This design comes from an exercise in tuning for small area, a short achievable clock period and few clock cycles per item on the open sky130 flow, not from production work. Only simulation tests tie the RTL to the original design; equivalence was not proved. Power is estimated from default activity; no workload was simulated.

Setup of build 4:
// mod
module mod(
	input [31:0] A,
	input [31:0] B,
	input clk,
	input reset,
	output [31:0] Result,
	output done
);
clock: 4.5 ns
lec_check: 0
cap_margin: 20
core_margin: 2
core_utilization: 40
cts_buf_list: sky130_fd_sc_hd__clkbuf_8
setup_slack_margin: 1.4
slew_margin: 20
tns_end_percent: 0
standard.sh (not shown) runs the stock make flow with config.mk's settings and CLKGATE_MAP_FILE= SYNTH_SCRIPT=/design/flow/synth_recipe.tcl, a recipe that flattens the netlist after the stock synthesis.
==> flow/flow/run.sh <==
#!/bin/bash
# The standard layout, with the smallest buffer on each port instead of the
# delay cell buffer_ports picks by default.
set -euo pipefail
export BUFFER_PORTS_ARGS="-buffer_cell sky130_fd_sc_hd__buf_1"
bash standard.sh finish > standard.log 2>&1
The final layout from build 4, which completed every stage, passed the timing, DRC and antenna checks at the end of the flow.
Testbench counts of build 4, summed over its fixed seeds: cycles 6,090, items 720.
What build 89 does differently from build 4 at the input level:
Settings: removing TNS_END_PERCENT (formerly 0).
- Total of endpoints with negative setup slack in the final report: build 4 vs build 89 identical
- Delta (build 89 minus build 4): maximum cell stage delay along the critical path has increased, post-layout instance area has remained practically unchanged, combinational share of power has increased, placeable core region has remained practically unchanged, total internal power has increased.
- Build 4 consumes less power than build 89.
Setup changes, build 89 to build 49
Settings: changing SETUP_SLACK_MARGIN from 1.4 to 1.2; setting TNS_END_PERCENT to 0 for the first time.
==> flow/flow/run.sh <==
#!/bin/bash
# The standard layout, with the smallest buffer on each port instead of the
# delay cell buffer_ports picks by default, and power recovery (downsizing
# of gates off the critical paths) after global routing.
set -euo pipefail
export BUFFER_PORTS_ARGS="-buffer_cell sky130_fd_sc_hd__buf_1"
export RECOVER_POWER=100
bash standard.sh finish > standard.log 2>&1
### Flow results
No stage failed in build 89, and the final checks on the layout all came back clean.
Although build 49 finished all stages, its layout failed final checks on capacitance limit, slew limit.
Compared with build 89, build 49 has less setup slack.
Taking build 89 as the reference, in build 49 detailed-route via count lower; met3 global-route usage lower; hold slack roughly the same; share of total power in combinational logic lower.
[compare] base=build 89 new=build 49: net count after synthesis did not really move; global-route wire length before repair did not really move; post-route cell area went down; number of detailed-route iterations in the first pass went up.
--- input diff build 49..build 57 ---
Settings: changing CTS_BUF_LIST from sky130_fd_sc_hd__clkbuf_8 to sky130_fd_sc_hd__clkbuf_4 sky130_fd_sc_hd__clkbuf_8.
==> flow/flow/run.sh <==
#!/bin/bash
# The standard layout, with the smallest buffer on each port instead of the
# delay cell buffer_ports picks by default.
set -euo pipefail
export BUFFER_PORTS_ARGS="-buffer_cell sky130_fd_sc_hd__buf_1"
bash standard.sh finish > standard.log 2>&1
==> run summary <==
Minimum clock period for build 57: 0.48 ns down relative to build 49
Comparing build 49 and build 57, the higher ratio of final minimum period to clock period is on build 49.
The lower fraction of layout instances using a drive strength above 1 of build 49 and build 57 is in build 49.
Against build 49, build 57 reports a total non-filler cell area in the finished layout that is higher.
Build 57 ended with every stage complete and zero timing, DRC or antenna violations.
On area overhead of the layout relative to synthesis: build 57 sits above build 49.
Build 57 ended with more largest fanout on the critical path than build 49.
Build 49 and build 57 ended up with nearly the same post-route worst hold slack.
Number of max-cap violations is higher on build 49
Diff build 49 -> build 57: detailed-routed wire length on met2 saw a decrease; iteration-0 DRC count of the detailed router saw a decrease.
~same global-route usage in build 49 and build 57

* * *

== build 35 ==
mod again, from the RTL that the note above started with.
==> flow/config.mk <==
export PLATFORM = sky130hd
export DESIGN_NAME = mod
export DESIGN_NICKNAME = mod
export VERILOG_FILES = /design/flow/design.v
export SDC_FILE = /design/flow/constraint.sdc
export NUM_CORES = 4
export LEC_CHECK = 0
export CAP_MARGIN = 20
export CORE_MARGIN = 2
export CORE_UTILIZATION = 40
export CTS_BUF_LIST = sky130_fd_sc_hd__clkbuf_8
export SETUP_SLACK_MARGIN = 1.8
export SLEW_MARGIN = 20
==> flow/constraint.sdc <==
create_clock -name core_clock -period 4.5 [get_ports {clk}]
set_input_delay 0.9000 -clock core_clock [delete_from_list [all_inputs] [get_ports {clk}]]
set_output_delay 0.9000 -clock core_clock [all_outputs]
set_load 0.01 [all_outputs]
==> flow/flow/run.sh <==
#!/bin/bash
# The standard layout, with the smallest buffer on each port instead of the
# delay cell buffer_ports picks by default.
set -euo pipefail
export BUFFER_PORTS_ARGS="-buffer_cell sky130_fd_sc_hd__buf_1"
bash standard.sh finish > standard.log 2>&1
Testbench counts of build 35, summed over its fixed seeds: cycles 6,090, items 720.
Input changes introduced in build 29 (baseline for comparison: build 35):
Settings: TNS_END_PERCENT: unset -> 0; SETUP_SLACK_MARGIN: 1.8 -> 1.2.
[summary]
- Re number of global-route vias before repair: build 35 and build 29 aren't equal, and the higher value belongs to build 35.
- Build 29 against build 35: final hold slack rose 5.1 ps; met2 usage in global routing shrank by 2.5 points; area growth from synthesis to layout now sits lower.
- Comparing build 35 and build 29, the higher global-route usage was measured on build 35.
- Post-route fraction of the period consumed by the critical path: build 29 > build 35
- Compared to build 35, build 29 has total met3 wirelength after detailed routing about 0.46% lower.
- In the tables for build 35 and build 29, non-clock buffer count reads lower with build 29.
- Delta (build 29 minus build 35): utilization of the core after routing shrank by 10 points, final cell count went down 82.
## Diff of input files: build 74 against build 29
Settings: swapping 1.2 for 1.0 in SETUP_SLACK_MARGIN; clearing TNS_END_PERCENT, which used to be 0.
Findings:
Comparing critical path depth for build 74 and build 29, the bigger number came from build 74.
Higher portion of total power attributed to the clock network goes to build 74 over build 29.
Re clock-buffer cell count: build 29 was higher than build 74.
Changes observed in build 74 relative to build 29: switching power down 1.5%; final cell area excluding filler cells down about 0.6%; total power flat; routing usage on met2 down 2.4 points; top achievable clock speed down 3.4%.
Average wire per standard cell: higher on build 29
Taking build 29 as the reference, in build 74 cell count after synthesis neither gained nor lost much, wire length lost 1.8%.

* * *

The RTL this note starts from:
==> flow/design.v <==
module mod_cu (
	input clk,
	input reset,
	input fit1,
	input fit3,
	input last,
	output reg busy,
	output reg p1
);
always @(posedge clk) begin
	if (reset) begin
		busy <= 1'b1;
		p1 <= 1'b1;
	end else if (busy) begin
		if (!(p1 & fit1)) begin
			p1 <= 1'b0;
			if (last)
				busy <= 1'b0;
		end
	end
end
endmodule
module mod_dp (
	input clk,
	input reset,
	input [31:0] A,
	input [31:0] B,
	input busy,
	input p1,
	output fit1,
	output fit3,
	output last,
	output [31:0] R
);
	reg [31:0] r, d;
	reg [4:0] cnt;
	wire [31:0] s;
	genvar i;
	generate
		for (i = 0; i < 32; i = i + 1) begin : g_s
			assign s[i] = |r[31:i];
		end
	endgenerate
	assign fit1 = ~d[31] & ~|(d[30:0] & ~s[31:1]);
	assign fit3 = ~|d[31:29] & ~|(d[28:0] & ~s[31:3]);
	assign last = (cnt == 5'd0);
	wire [31:0] diff;
	wire ge;
	mod_sub_bk sub(.x(r), .y(d), .d(diff), .ge(ge));
	wire sh3 = p1 & fit3;
	wire sh1 = p1 & fit1;
	wire sel_b = reset;
	wire sel_3 = ~reset & sh3;
	wire sel_1 = ~reset & sh1 & ~fit3;
	wire sel_r = ~reset & ~sh1;
	always @(posedge clk) begin
		d <= ({32{sel_b}} & B)
		   | ({32{sel_3}} & {d[28:0], 3'b000})
		   | ({32{sel_1}} & {d[30:0], 1'b0})
		   | ({32{sel_r}} & {1'b0, d[31:1]});
		cnt <= ({5{sel_3}} & (cnt + 5'd3))
		     | ({5{sel_1}} & (cnt + 5'd1))
		     | ({5{sel_r}} & (cnt - 5'd1));
	end
	always @(posedge clk) begin
		if (reset)
			r <= A;
		else if (busy & ~sh1 & ge)
			r <= diff;
	end
	assign R = r;
endmodule
module mod_sub_bk (
	input [31:0] x,
	input [31:0] y,
	output [31:0] d,
	output ge
);
	wire [31:0] p0 = x ^ ~y;
	wire [31:0] g0 = x & ~y;
	wire c0_g = g0[0] | p0[0];
	wire u0_g1 = g0[1] | (p0[1] & c0_g);
	wire u0_p1 = p0[1] & p0[0];
	wire u0_g3 = g0[3] | (p0[3] & g0[2]);
	wire u0_p3 = p0[3] & p0[2];
	wire u0_g5 = g0[5] | (p0[5] & g0[4]);
	wire u0_p5 = p0[5] & p0[4];
	wire u0_g7 = g0[7] | (p0[7] & g0[6]);
	wire u0_p7 = p0[7] & p0[6];
	wire u0_g9 = g0[9] | (p0[9] & g0[8]);
	wire u0_p9 = p0[9] & p0[8];
	wire u0_g11 = g0[11] | (p0[11] & g0[10]);
	wire u0_p11 = p0[11] & p0[10];
	wire u0_g13 = g0[13] | (p0[13] & g0[12]);
	wire u0_p13 = p0[13] & p0[12];
	wire u0_g15 = g0[15] | (p0[15] & g0[14]);
	wire u0_p15 = p0[15] & p0[14];
	wire u0_g17 = g0[17] | (p0[17] & g0[16]);
	wire u0_p17 = p0[17] & p0[16];
	wire u0_g19 = g0[19] | (p0[19] & g0[18]);
	wire u0_p19 = p0[19] & p0[18];
	wire u0_g21 = g0[21] | (p0[21] & g0[20]);
	wire u0_p21 = p0[21] & p0[20];
	wire u0_g23 = g0[23] | (p0[23] & g0[22]);
	wire u0_p23 = p0[23] & p0[22];
	wire u0_g25 = g0[25] | (p0[25] & g0[24]);
	wire u0_p25 = p0[25] & p0[24];
	wire u0_g27 = g0[27] | (p0[27] & g0[26]);
	wire u0_p27 = p0[27] & p0[26];
	wire u0_g29 = g0[29] | (p0[29] & g0[28]);
	wire u0_p29 = p0[29] & p0[28];
	wire u0_g31 = g0[31] | (p0[31] & g0[30]);
	wire u0_p31 = p0[31] & p0[30];
	wire u1_g3 = u0_g3 | (u0_p3 & u0_g1);
	wire u1_p3 = u0_p3 & u0_p1;
	wire u1_g7 = u0_g7 | (u0_p7 & u0_g5);
	wire u1_p7 = u0_p7 & u0_p5;
	wire u1_g11 = u0_g11 | (u0_p11 & u0_g9);
	wire u1_p11 = u0_p11 & u0_p9;
	wire u1_g15 = u0_g15 | (u0_p15 & u0_g13);
	wire u1_p15 = u0_p15 & u0_p13;
	wire u1_g19 = u0_g19 | (u0_p19 & u0_g17);
	wire u1_p19 = u0_p19 & u0_p17;
	wire u1_g23 = u0_g23 | (u0_p23 & u0_g21);
	wire u1_p23 = u0_p23 & u0_p21;
	wire u1_g27 = u0_g27 | (u0_p27 & u0_g25);
	wire u1_p27 = u0_p27 & u0_p25;
	wire u1_g31 = u0_g31 | (u0_p31 & u0_g29);
	wire u1_p31 = u0_p31 & u0_p29;
	wire u2_g7 = u1_g7 | (u1_p7 & u1_g3);
	wire u2_p7 = u1_p7 & u1_p3;
	wire u2_g15 = u1_g15 | (u1_p15 & u1_g11);
	wire u2_p15 = u1_p15 & u1_p11;
	wire u2_g23 = u1_g23 | (u1_p23 & u1_g19);
	wire u2_p23 = u1_p23 & u1_p19;
	wire u2_g31 = u1_g31 | (u1_p31 & u1_g27);
	wire u2_p31 = u1_p31 & u1_p27;
	wire u3_g15 = u2_g15 | (u2_p15 & u2_g7);
	wire u3_p15 = u2_p15 & u2_p7;
	wire u3_g31 = u2_g31 | (u2_p31 & u2_g23);
	wire u3_p31 = u2_p31 & u2_p23;
	wire u4_g31 = u3_g31 | (u3_p31 & u3_g15);
	wire u4_p31 = u3_p31 & u3_p15;
	wire v3_g23 = u2_g23 | (u2_p23 & u3_g15);
	wire v3_p23 = u2_p23 & u3_p15;
	wire v2_g11 = u1_g11 | (u1_p11 & u2_g7);
	wire v2_p11 = u1_p11 & u2_p7;
	wire v2_g19 = u1_g19 | (u1_p19 & u3_g15);
	wire v2_p19 = u1_p19 & u3_p15;
	wire v2_g27 = u1_g27 | (u1_p27 & v3_g23);
	wire v2_p27 = u1_p27 & v3_p23;
	wire v1_g5 = u0_g5 | (u0_p5 & u1_g3);
	wire v1_p5 = u0_p5 & u1_p3;
	wire v1_g9 = u0_g9 | (u0_p9 & u2_g7);
	wire v1_p9 = u0_p9 & u2_p7;
	wire v1_g13 = u0_g13 | (u0_p13 & v2_g11);
	wire v1_p13 = u0_p13 & v2_p11;
	wire v1_g17 = u0_g17 | (u0_p17 & u3_g15);
	wire v1_p17 = u0_p17 & u3_p15;
	wire v1_g21 = u0_g21 | (u0_p21 & v2_g19);
	wire v1_p21 = u0_p21 & v2_p19;
	wire v1_g25 = u0_g25 | (u0_p25 & v3_g23);
	wire v1_p25 = u0_p25 & v3_p23;
	wire v1_g29 = u0_g29 | (u0_p29 & v2_g27);
	wire v1_p29 = u0_p29 & v2_p27;
	wire v0_g2 = g0[2] | (p0[2] & u0_g1);
	wire v0_p2 = p0[2] & u0_p1;
	wire v0_g4 = g0[4] | (p0[4] & u1_g3);
	wire v0_p4 = p0[4] & u1_p3;
	wire v0_g6 = g0[6] | (p0[6] & v1_g5);
	wire v0_p6 = p0[6] & v1_p5;
	wire v0_g8 = g0[8] | (p0[8] & u2_g7);
	wire v0_p8 = p0[8] & u2_p7;
	wire v0_g10 = g0[10] | (p0[10] & v1_g9);
	wire v0_p10 = p0[10] & v1_p9;
	wire v0_g12 = g0[12] | (p0[12] & v2_g11);
	wire v0_p12 = p0[12] & v2_p11;
	wire v0_g14 = g0[14] | (p0[14] & v1_g13);
	wire v0_p14 = p0[14] & v1_p13;
	wire v0_g16 = g0[16] | (p0[16] & u3_g15);
	wire v0_p16 = p0[16] & u3_p15;
	wire v0_g18 = g0[18] | (p0[18] & v1_g17);
	wire v0_p18 = p0[18] & v1_p17;
	wire v0_g20 = g0[20] | (p0[20] & v2_g19);
	wire v0_p20 = p0[20] & v2_p19;
	wire v0_g22 = g0[22] | (p0[22] & v1_g21);
	wire v0_p22 = p0[22] & v1_p21;
	wire v0_g24 = g0[24] | (p0[24] & v3_g23);
	wire v0_p24 = p0[24] & v3_p23;
	wire v0_g26 = g0[26] | (p0[26] & v1_g25);
	wire v0_p26 = p0[26] & v1_p25;
	wire v0_g28 = g0[28] | (p0[28] & v2_g27);
	wire v0_p28 = p0[28] & v2_p27;
	wire v0_g30 = g0[30] | (p0[30] & v1_g29);
	wire v0_p30 = p0[30] & v1_p29;
	wire [31:0] gc = {u4_g31, v0_g30, v1_g29, v0_g28, v2_g27, v0_g26, v1_g25, v0_g24, v3_g23, v0_g22, v1_g21, v0_g20, v2_g19, v0_g18, v1_g17, v0_g16, u3_g15, v0_g14, v1_g13, v0_g12, v2_g11, v0_g10, v1_g9, v0_g8, u2_g7, v0_g6, v1_g5, v0_g4, u1_g3, v0_g2, u0_g1, c0_g};
	assign d = p0 ^ {gc[30:0], 1'b1};
	assign ge = gc[31];
endmodule
module mod(
	input [31:0] A,
	input [31:0] B,
	input clk,
	input reset,
	output [31:0] Result,
	output done
);
	wire busy, p1, fit1, fit3, ge, last;
	mod_cu io(.clk(clk), .reset(reset), .fit1(fit1), .fit3(fit3), .last(last),
	          .busy(busy), .p1(p1));
	mod_dp i1(.clk(clk), .reset(reset), .A(A), .B(B), .busy(busy), .p1(p1),
	          .fit1(fit1), .fit3(fit3), .last(last), .R(Result));
	assign done = ~busy;
endmodule
==> flow/config.mk <==
export PLATFORM = sky130hd
export DESIGN_NAME = mod
export DESIGN_NICKNAME = mod
export VERILOG_FILES = /design/flow/design.v
export SDC_FILE = /design/flow/constraint.sdc
export NUM_CORES = 4
export LEC_CHECK = 0
export CAP_MARGIN = 20
export CORE_MARGIN = 2
export CORE_UTILIZATION = 40
export CTS_BUF_LIST = sky130_fd_sc_hd__clkbuf_8
export SETUP_SLACK_MARGIN = 1.4
export SLEW_MARGIN = 20
export TNS_END_PERCENT = 0
==> flow/constraint.sdc <==
create_clock -name core_clock -period 4.5 [get_ports {clk}]
set_input_delay 0.9000 -clock core_clock [delete_from_list [all_inputs] [get_ports {clk}]]
set_output_delay 0.9000 -clock core_clock [all_outputs]
set_load 0.01 [all_outputs]
Scripts as last shown in full above: flow/flow/run.sh
The starting point completed with no timing, DRC or antenna violations.
Testbench counts at the start, summed over its fixed seeds: cycles 6,090, items 720.
Next try:
- SETUP_SLACK_MARGIN: 1.4 -> 1.0
What happened: Utilization fell by 1.1 points; setup slack got worse by 0.14 ns; total power came out lower by 2.3%; final area falls by 2.4%; clock power went up by about 4%; register-to-register slack gets worse by 0.14 ns; sequential share of layout area rose by 0.71 points; synthesized area does not change; sequential cell count stays the same; wire length increases by 1.3%; synthesized cell count is unchanged.

-- what the ideal ports hide --
The flow's constraints put no driver on any port. The routed layouts listed below were extracted and timed again, unchanged, in two steps.
Step 1 (the two cells are an assumption about what drives the block):
set clk [get_ports {clk}]
set_driving_cell -lib_cell sky130_fd_sc_hd__clkbuf_16 $clk
set_driving_cell -lib_cell sky130_fd_sc_hd__buf_2 [delete_from_list [all_inputs] $clk]
Step 2 adds t to the input delays and takes it off the output delays; t is the mean of the earliest and latest rising clock arrival at the registers after step 1. Input paths then give back, and output paths get back, about the clock's delay inside the block.
Three values: ideal ports, drivers, drivers and shift; two values: the first two.
run	t, ns	setup WS [ns]	worst setup path after step 2	clock arrival spread, ns	cell pins on the clock port's net
build 4	0.403	1.402 / 1.402 / 1.402	register to register	0.010 / 0.010	1
build 89	0.403	1.418 / 1.418 / 1.418	register to register	0.011 / 0.011	1
build 49	0.401	0.770 / 0.770 / 0.511	input to register	0.009 / 0.009	1
build 57	0.400	1.247 / 1.247 / 1.247	register to register	0.006 / 0.006	1
build 35	0.411	1.433 / 1.433 / 1.416	input to register	0.016 / 0.017	1
build 29	0.405	1.241 / 1.241 / 1.241	register to register	0.009 / 0.009	1
build 74	0.412	1.125 / 1.125 / 1.125	register to register	0.010 / 0.010	1
the first run of note 3	0.403	1.291 / 1.291 / 1.291	register to register	0.013 / 0.013	1
the second run of note 3	0.399	1.152 / 1.152 / 1.152	register to register	0.010 / 0.009	1
The setup slack of build 49, which loses most, moves by 0.000 ns with the drivers and by -0.259 ns with both steps.
